This is an optimization exercise on Yosys and OpenROAD, whose aim is small area, a short achievable clock period and few clock cycles, not a production implementation. Function was checked by simulation only, so behaviour that the tests miss may differ from the original. No activity file was given, so power comes from the tool's default toggle rates.

## router_top
module router_top(clock,resetn,pkt_valid,read_enb_0,read_enb_1,read_enb_2,data_in,
                  busy,err,vld_out_0,vld_out_1,vld_out_2,data_out_0,data_out_1,data_out_2);
export LEC_CHECK = 0
export CAP_MARGIN = 20
export CORE_MARGIN = 2
export CORE_UTILIZATION = 40
export SETUP_SLACK_MARGIN = 3.3
export SLEW_MARGIN = 20
create_clock -name core_clock -period 5.0 [get_ports {clock}]
run.sh (not shown) runs the stock make flow with config.mk's settings and CLKGATE_MAP_FILE= SYNTH_SCRIPT=/design/flow/synth_recipe.tcl, a recipe that flattens the netlist after the stock synthesis.
The baseline completed without violations.
Testbench counts at the start, summed over its fixed seeds: cycles 28,230.
Change:
- SETUP_SLACK_MARGIN: 3.3 -> 3.5
Result: The changed run finished with timing, DRC and antenna clean. Count of clock-buffer cells in the layout does not change. Non-clock buffer count is higher by 12. Via count increases by a little under a tenth. Design area increases by a little under a tenth. Global-route usage rose by 1.1 points. Cell count goes up by a few percent. Wire length climbs by roughly a tenth.

========
== lane 1 ==
The RTL this note starts from:
==> flow/design.v <==
`timescale 1ns / 1ps
module fifo(
  input clk,
  input rst_n,
  input [7:0] din,
  input wr,
  input rd_enb,
  output vld,
  output full_next,
  output [7:0] dout
);
  reg c1, c2;           
  reg wp, rp;           
  reg [7:0] m0, m1;
  wire rd = rd_enb & c1;
  always @(posedge clk) begin
    if (!c2 && !wp) m0 <= din;
    if (!c2 && wp) m1 <= din;
  end
  always @(posedge clk)
    if (!rst_n) begin
      c1 <= 1'b0; c2 <= 1'b0; wp <= 1'b0; rp <= 1'b0;
    end else begin
      if (wr) wp <= ~wp;
      if (rd) rp <= ~rp;
      c1 <= wr | c2 | (c1 & ~rd);
      c2 <= ~rd & (c2 | (c1 & wr));
    end
  assign full_next = ~rd & (c2 | (c1 & wr));
  assign vld = c1;
  assign dout = rp ? m0 : m1;
endmodule
`timescale 1ns / 1ps
module router_top(clock,resetn,pkt_valid,read_enb_0,read_enb_1,read_enb_2,data_in,
                  busy,err,vld_out_0,vld_out_1,vld_out_2,data_out_0,data_out_1,data_out_2);
  input [7:0] data_in;
  input pkt_valid,clock,resetn,read_enb_0,read_enb_1,read_enb_2;
  output [7:0] data_out_0,data_out_1,data_out_2;
  output vld_out_0,vld_out_1,vld_out_2,err,busy;
  reg busy_q, in_pkt, pe, err_q;
  reg [1:0] addr;
  reg [7:0] par;
  wire take = ~busy_q & (in_pkt | pkt_valid);
  wire [1:0] tgt = in_pkt ? addr : data_in[1:0];
  wire [2:0] wr = {take & (tgt == 2'd2), take & (tgt == 2'd1), take & (tgt == 2'd0)};
  wire [2:0] full_next;
  wire in_pkt_next = take ? pkt_valid : in_pkt;
  fifo fifo_0(clock, resetn, data_in, wr[0], read_enb_0, vld_out_0, full_next[0], data_out_0);
  fifo fifo_1(clock, resetn, data_in, wr[1], read_enb_1, vld_out_1, full_next[1], data_out_1);
  fifo fifo_2(clock, resetn, data_in, wr[2], read_enb_2, vld_out_2, full_next[2], data_out_2);
  always @(posedge clock)
    if (!resetn) begin
      busy_q <= 1'b0; in_pkt <= 1'b0; pe <= 1'b0; err_q <= 1'b0;
    end else begin
      in_pkt <= in_pkt_next;
      busy_q <= in_pkt_next ? full_next[tgt] : |full_next;
      pe <= take & in_pkt & ~pkt_valid;         
      err_q <= pe & (|par);
    end
  always @(posedge clock) begin
    addr <= tgt;
    if (!in_pkt) par <= data_in;
    else if (!busy_q) par <= par ^ data_in;
  end
  assign busy = busy_q;
  assign err = err_q;
endmodule
make LEC_CHECK=0 CAP_MARGIN=20 CORE_MARGIN=2 CORE_UTILIZATION=60 CTS_CLUSTER_DIAMETER=100 CTS_CLUSTER_SIZE=40 SETUP_SLACK_MARGIN=3.0 SLEW_MARGIN=20 finish   # period 5.0 ns
Testbench counts of lane 1, summed over its fixed seeds: cycles 28,230.
The inputs of lane 2 differ from those of lane 1 as listed below.
- SETUP_SLACK_MARGIN no longer set, was 3.0
- CTS_CLUSTER_SIZE no longer set, was 40
- CTS_CLUSTER_DIAMETER no longer set, was 100
- CORE_UTILIZATION now 40, was 60
Lane 2 against lane 1: area enclosed by the die boundary now sits higher; wire length now sits lower; aggregate global-route resource usage now sits lower.
In the tables for lane 1 and lane 2, met1 layer usage reported by global route reads higher with lane 1.
Sort lane 1 and lane 2 by fraction of the core area covered by cells at the end of the flow desc -> top: lane 1
Compared with lane 1, lane 2 shows non-clock buffer count that has gone down by more than a quarter.
For area of the multi-input gates, dividing the value from lane 1 by the value from lane 2 gives 1.15.
Lane 1 ended up with fewer cell instances than lane 2 did.
Summary of lane 2 over lane 1: routed length on met1 has decreased, power consumed by the clock network about even.
### lane 2 -> lane 3
- an added SETUP_SLACK_MARGIN of 3.0
Findings:
Looking at global-route wire length before repair, lane 3 sits 7.0% above lane 2.
Higher global-route usage goes to lane 3 over lane 2.
Lane 3 vs lane 2 — number of vias in the routed layout climbed by a few percent
When the final numbers for lane 2 and lane 3 were put side by side, the actual slew at the worst max-slew pin turned out to be greater in lane 2.
On time the final worst path needs with I/O delays and setup, lane 2 loses to lane 3.
Power of the sequential group of lane 2 is on par with lane 3.

========
== v30 ==
Another version of the RTL of router_top (not shown whole).
Size: ~50 flip-flops, roughly 43 I/O pins.
clock: 5.0 ns
lec_check: 0
cap_margin: 20
core_margin: 2
core_utilization: 40
setup_slack_margin: 3.2
slew_margin: 20
standard.sh (not shown) runs the stock make flow with config.mk's settings and CLKGATE_MAP_FILE= SYNTH_SCRIPT=/design/flow/synth_recipe.tcl, a recipe that flattens the netlist after the stock synthesis.
==> flow/flow/run.sh <==
#!/bin/bash
# The standard layout (standard.sh) with two ORFS settings changed:
# ports are buffered with buf_1 cells (repair sizes them up where timing
# needs it) and CTS inserts no dummy loads. The make output goes to
# flow_make.log; ORFS keeps each step's log under orfs/logs/.
set -euo pipefail
bash standard.sh \
  "BUFFER_PORTS_ARGS=-buffer_cell sky130_fd_sc_hd__buf_1" \
  "CTS_ARGS=-sink_clustering_enable -repair_clock_nets -dont_use_dummy_load" \
  finish > flow_make.log 2>&1
Testbench counts of v30, summed over its fixed seeds: cycles 28,230.
Edits applied to the flow inputs when going from v30 to v22:
==> flow/run.sh (new file) <==
#!/bin/bash
# synth_recipe.tcl (not shown) runs the flow's synth.tcl, then flattens the netlist and writes it again
# the make line also repeats each setting of config.mk as NAME=value (left out here)
make -C /OpenROAD-flow-scripts/flow DESIGN_CONFIG=/design/flow/config.mk WORK_HOME=/design/flow/orfs CLKGATE_MAP_FILE= SYNTH_SCRIPT=/design/flow/synth_recipe.tcl finish
removed: flow/flow/run.sh
removed: flow/standard.sh
Findings:
Having completed the whole flow, v22 delivered a layout that passed the timing, DRC and antenna checks. Diff v30 -> v22 | top achievable clock speed | decrease of about 0.4%. Taking v30 as the reference point, the non-filler instance count after layout of v22 rises by 4. In the reports for v22 and v30, the larger internal power component belongs to v22. Summary of v22 over v30: wire length rose 3.0%; buffer count excluding the clock tree in the final layout rose 1; worst hold margin rose 0.021 ns; count of antenna diodes in the layout about even; static power due to leakage rose about 10%. Taking v30 as the reference, in v22 setup slack decreased by 0.0073 ns relative to the old numbers; wire length of the first global-routing pass increased by about 4.3% relative to the old numbers; part of the power in the clock network increased by 5.0 points relative to the old numbers.

-- afterwards: timing with drivers on the ports --
In the flow no input, the clock included, has a driving cell. The finished layouts below were timed again as built, in two steps.
Step 1 sets driving cells, clkbuf_16 on the clock port and buf_2 on the other inputs (assumed; they add their load-dependent delay and slew).
Step 2 times the ports against the registers' clock, not the clock port: input delays grow and output delays shrink by t, the midpoint of the rising clock arrivals with the driver on.
Slacks: ideal ports / drivers / drivers and shift; pairs: ideal ports / drivers.
run	t (ns)	setup slack, ns	worst setup path at the end
the first run of note 1	0.335	3.146 / 3.120 / 3.008	input to register
the second run of note 1	0.336	3.157 / 3.129 / 3.002	input to register
lane 1	0.358	2.735 / 2.708 / 2.640	input to register
lane 2	0.365	2.148 / 2.117 / 2.041	input to register
lane 3	0.363	2.729 / 2.702 / 2.673	input to register
v30	0.316	3.185 / 3.159 / 2.941	input to register
v22	0.314	3.177 / 3.155 / 2.923	input to register
After both steps every run listed still meets setup and hold. For v22, which loses most, drivers alone change the setup slack by -0.022 ns; drivers and shift together by -0.254 ns.
